Background: an optimization exercise with open tools, aiming at small area and a short achievable clock period. Do not read the settings as production practice.
At most, simulation tests tie the RTL to the original design; equivalence was not proved.
Power figures rest on the tool's default switching activity, not on a simulated workload.

== before ==
==> module mult_top, before the edit <==
module mult_top(
    input clk,
    input  [15:0] x,
    input  [15:0] y,
    output [31:0] p_out
    );
    localparam M = 14;
    wire [36:0] cs;
    wire [12:0] oa;
    wire [11:0] pl;
    lobo_pre pre(.x(x), .y(y), .cs(cs), .oa(oa), .pl(pl));
    reg [36:0] C_vec;    
    reg [12:0] A_vec;    
    reg [11:0] L_vec;    
    always @(posedge clk)
    begin
        C_vec <= cs;
        A_vec <= oa;
        L_vec <= pl;
    end
    wire [M:0] lo;
    wire [19-M:0] hi;
    lobo_sum sum(.cs(C_vec), .oa(A_vec), .lo(lo), .hi(hi));
    reg [11+M:0] P_vec;   
    reg          K_vec;   
    reg [19-M:0] H_vec;   
    always @(posedge clk)
    begin
        P_vec <= {lo[M-1:0], L_vec};
        K_vec <= lo[M];
        H_vec <= hi;
    end
    assign p_out[11+M:0] = P_vec;
    lobo_inc inc(.hi(H_vec), .c(K_vec), .p(p_out[31:12+M]));
endmodule
==> module lobo_sum, before the edit <==
module lobo_sum(
    input  [36:0] cs,
    input  [12:0] oa,
    output [14:0] lo,           
    output [5:0] hi            
    );
    wire w74 = cs[1] ^ cs[2] ^ cs[3];
    wire w75 = (cs[1] & cs[2]) | (cs[3] & (cs[1] ^ cs[2]));
    wire w76 = cs[4] ^ cs[5] ^ oa[2];
    wire w77 = (cs[4] & cs[5]) | (oa[2] & (cs[4] ^ cs[5]));
    wire w78 = cs[6] ^ cs[7] ^ oa[3];
    wire w79 = (cs[6] & cs[7]) | (oa[3] & (cs[6] ^ cs[7]));
    wire w80 = cs[8] ^ cs[9] ^ oa[4];
    wire w81 = (cs[8] & cs[9]) | (oa[4] & (cs[8] ^ cs[9]));
    wire w82 = cs[10] ^ cs[11] ^ oa[5];
    wire w83 = (cs[10] & cs[11]) | (oa[5] & (cs[10] ^ cs[11]));
    wire w84 = cs[12] ^ cs[13] ^ oa[6];
    wire w85 = (cs[12] & cs[13]) | (oa[6] & (cs[12] ^ cs[13]));
    wire w86 = cs[14] ^ cs[15] ^ oa[7];
    wire w87 = (cs[14] & cs[15]) | (oa[7] & (cs[14] ^ cs[15]));
    wire w88 = cs[16] ^ cs[17] ^ oa[8];
    wire w89 = (cs[16] & cs[17]) | (oa[8] & (cs[16] ^ cs[17]));
    wire w90 = cs[18] ^ cs[19] ^ oa[9];
    wire w91 = (cs[18] & cs[19]) | (oa[9] & (cs[18] ^ cs[19]));
    wire w92 = cs[20] ^ cs[21] ^ oa[10];
    wire w93 = (cs[20] & cs[21]) | (oa[10] & (cs[20] ^ cs[21]));
    wire w94 = cs[22] ^ cs[23] ^ oa[11];
    wire w95 = (cs[22] & cs[23]) | (oa[11] & (cs[22] ^ cs[23]));
    wire w96 = cs[24] ^ cs[25] ^ oa[12];
    wire w97 = (cs[24] & cs[25]) | (oa[12] & (cs[24] ^ cs[25]));
    wire w98 = cs[26] ^ cs[27] ^ ~oa[12];
    wire w99 = (cs[26] & cs[27]) | (~oa[12] & (cs[26] ^ cs[27]));
    wire w100 = ~(cs[28] ^ cs[29]);
    wire w101 = cs[28] | cs[29];
    wire w102 = ~(cs[31] ^ cs[32]);
    wire w103 = cs[31] | cs[32];
    wire w104 = cs[33] ^ cs[34];
    wire w105 = cs[33] & cs[34];
    wire w106 = cs[30] ^ w99 ^ w100;
    wire w107 = (cs[30] & w99) | (w100 & (cs[30] ^ w99));
    wire w108 = w101 ^ w102;
    wire w109 = w101 & w102;
    wire w110 = w103 ^ w104;
    wire w111 = w103 & w104;
    wire w112 = ~(cs[35] ^ w105);
    wire w113 = cs[35] | w105;
    wire [19:0] ra = {1'b1, cs[36], w111, w109, w107, w106, w97, w95, w93, w91, w89, w87, w85, w83, w81, w79, w77, w75, oa[1], cs[0]};
    wire [19:0] rb = {1'b0, w113, w112, w110, w108, 1'b0, w98, w96, w94, w92, w90, w88, w86, w84, w82, w80, w78, w76, w74, oa[0]};
    assign lo = {1'b0, ra[13:0]} + {1'b0, rb[13:0]};
    assign hi = ra[19:14] + rb[19:14];
endmodule
==> module lobo_inc, before the edit <==
module lobo_inc(
    input  [5:0] hi,
    input  c,
    output [5:0] p
    );
    assign p = hi + c;
endmodule
==> module LOBOq2_12bit_1C_v2, before the edit <==
module LOBOq2_12bit_1C_v2(
    input [15:0] x,
    input [15:0] y,
    output [31:0] p
    );
    wire [36:0] cs;
    wire [12:0] oa;
    wire [14:0] lo;
    wire [5:0] hi;
    lobo_pre pre(.x(x), .y(y), .cs(cs), .oa(oa), .pl(p[11:0]));
    lobo_sum sum(.cs(cs), .oa(oa), .lo(lo), .hi(hi));
    assign p[25:12] = lo[13:0];
    lobo_inc inc(.hi(hi), .c(lo[14]), .p(p[31:26]));
endmodule
clock: 5.2 ns
lec_check: 0
abc_area: 1
cap_margin: 20
core_margin: 2
core_utilization: 40
setup_slack_margin: 2.7
slew_margin: 20
standard.sh (not shown) runs the stock make flow with config.mk's settings and CLKGATE_MAP_FILE= SYNTH_SCRIPT=/design/flow/synth_recipe.tcl, a recipe that flattens the netlist after the stock synthesis.
==> flow/flow/run.sh <==
#!/bin/bash
# Standard layout, with the smallest buffer (buf_1) on every input and output
# port, and a clock tree of clkbuf_8 without dummy loads.
set -euo pipefail
export BUFFER_PORTS_ARGS="-buffer_cell sky130_fd_sc_hd__buf_1"
export CTS_ARGS="-sink_clustering_enable -repair_clock_nets -dont_use_dummy_load -buf_list sky130_fd_sc_hd__clkbuf_8"
bash standard.sh > standard.log 2>&1
before: all stages complete, timing, DRC and antenna checks passed
Here is what was changed in the inputs of after compared with before.
--- a/flow/design.v
+++ b/flow/design.v
@@ -4,7 +4,7 @@
     input  [15:0] y,
     output [31:0] p_out
     );
-    localparam M = 14;
+    localparam M = 13;
     wire [36:0] cs;
     wire [12:0] oa;
     wire [11:0] pl;
@@ -188,8 +188,8 @@
 module lobo_sum(
     input  [36:0] cs,
     input  [12:0] oa,
-    output [14:0] lo,           
-    output [5:0] hi            
+    output [13:0] lo,           
+    output [6:0] hi            
     );
     wire w74 = cs[1] ^ cs[2] ^ cs[3];
     wire w75 = (cs[1] & cs[2]) | (cs[3] & (cs[1] ^ cs[2]));
@@ -233,13 +233,13 @@
     wire w113 = cs[35] | w105;
     wire [19:0] ra = {1'b1, cs[36], w111, w109, w107, w106, w97, w95, w93, w91, w89, w87, w85, w83, w81, w79, w77, w75, oa[1], cs[0]};
     wire [19:0] rb = {1'b0, w113, w112, w110, w108, 1'b0, w98, w96, w94, w92, w90, w88, w86, w84, w82, w80, w78, w76, w74, oa[0]};
-    assign lo = {1'b0, ra[13:0]} + {1'b0, rb[13:0]};
-    assign hi = ra[19:14] + rb[19:14];
+    assign lo = {1'b0, ra[12:0]} + {1'b0, rb[12:0]};
+    assign hi = ra[19:13] + rb[19:13];
 endmodule
 module lobo_inc(
-    input  [5:0] hi,
+    input  [6:0] hi,
     input  c,
-    output [5:0] p
+    output [6:0] p
     );
     assign p = hi + c;
 endmodule
@@ -250,10 +250,10 @@
     );
     wire [36:0] cs;
     wire [12:0] oa;
-    wire [14:0] lo;
-    wire [5:0] hi;
+    wire [13:0] lo;
+    wire [6:0] hi;
     lobo_pre pre(.x(x), .y(y), .cs(cs), .oa(oa), .pl(p[11:0]));
     lobo_sum sum(.cs(cs), .oa(oa), .lo(lo), .hi(hi));
-    assign p[25:12] = lo[13:0];
-    lobo_inc inc(.hi(hi), .c(lo[14]), .p(p[31:26]));
-endmodule
+    assign p[24:12] = lo[12:0];
+    lobo_inc inc(.hi(hi), .c(lo[13]), .p(p[31:25]));
+endmodule
- Taking before as the reference point, the worst stage delay on the critical path of after falls by 0.02 ns.
- Sequential power: after vs before, no meaningful difference
- Max synthesized instance count across before and after: after
- Between before and after, the flow reports final design instance area without fill increasing by a few percent.
- Lower wire length was reported by after, not before.
- First-pass GRT wire length deteriorates in after relative to before.
- Of before and after, the lower half-perimeter wire length after placement belongs to after.
- Diff before and after: clock network power consumption higher in before
- The net count after synthesis was comparable across before and after.
- Going from before to after, average routed wire per standard cell went down; synthesis-to-layout area growth went up; post-synthesis adder-cell area fraction went down.
Only the layout flow was run in after; the RTL was not checked for function there.

## afterwards: timing with drivers on the ports
The results above use ideal ports. As a check the final layouts listed here were re-extracted and re-timed, cells and wires unchanged.
Step 1 (the two cells are an assumption about what drives the block):
set clk [get_ports {clk}]
set_driving_cell -lib_cell sky130_fd_sc_hd__clkbuf_16 $clk
set_driving_cell -lib_cell sky130_fd_sc_hd__buf_2 [delete_from_list [all_inputs] $clk]
Step 2 moves the port delays by t, midway between the first and last clock arrival at a register: inputs arrive t later, outputs are due t later. That takes back most of the time a late clock gives input paths.
a / b / c = ideal / step 1 / step 2; a / b = the first two.
run | shift t [ns] | setup slack, ns | worst setup path after step 2 | latest minus earliest clock arrival (ns) | slew at the worst register clock pin (ns)
before | 0.404 | 2.768 / 2.735 / 2.368 | input to register | 0.020 / 0.020 | 0.09 / 0.09
after | 0.397 | 2.635 / 2.599 / 2.352 | input to register | 0.010 / 0.010 | 0.08 / 0.08
After both steps setup and hold are still met in every run listed. For before, which loses most, drivers alone change the setup slack by -0.033 ns; drivers and shift together by -0.400 ns.
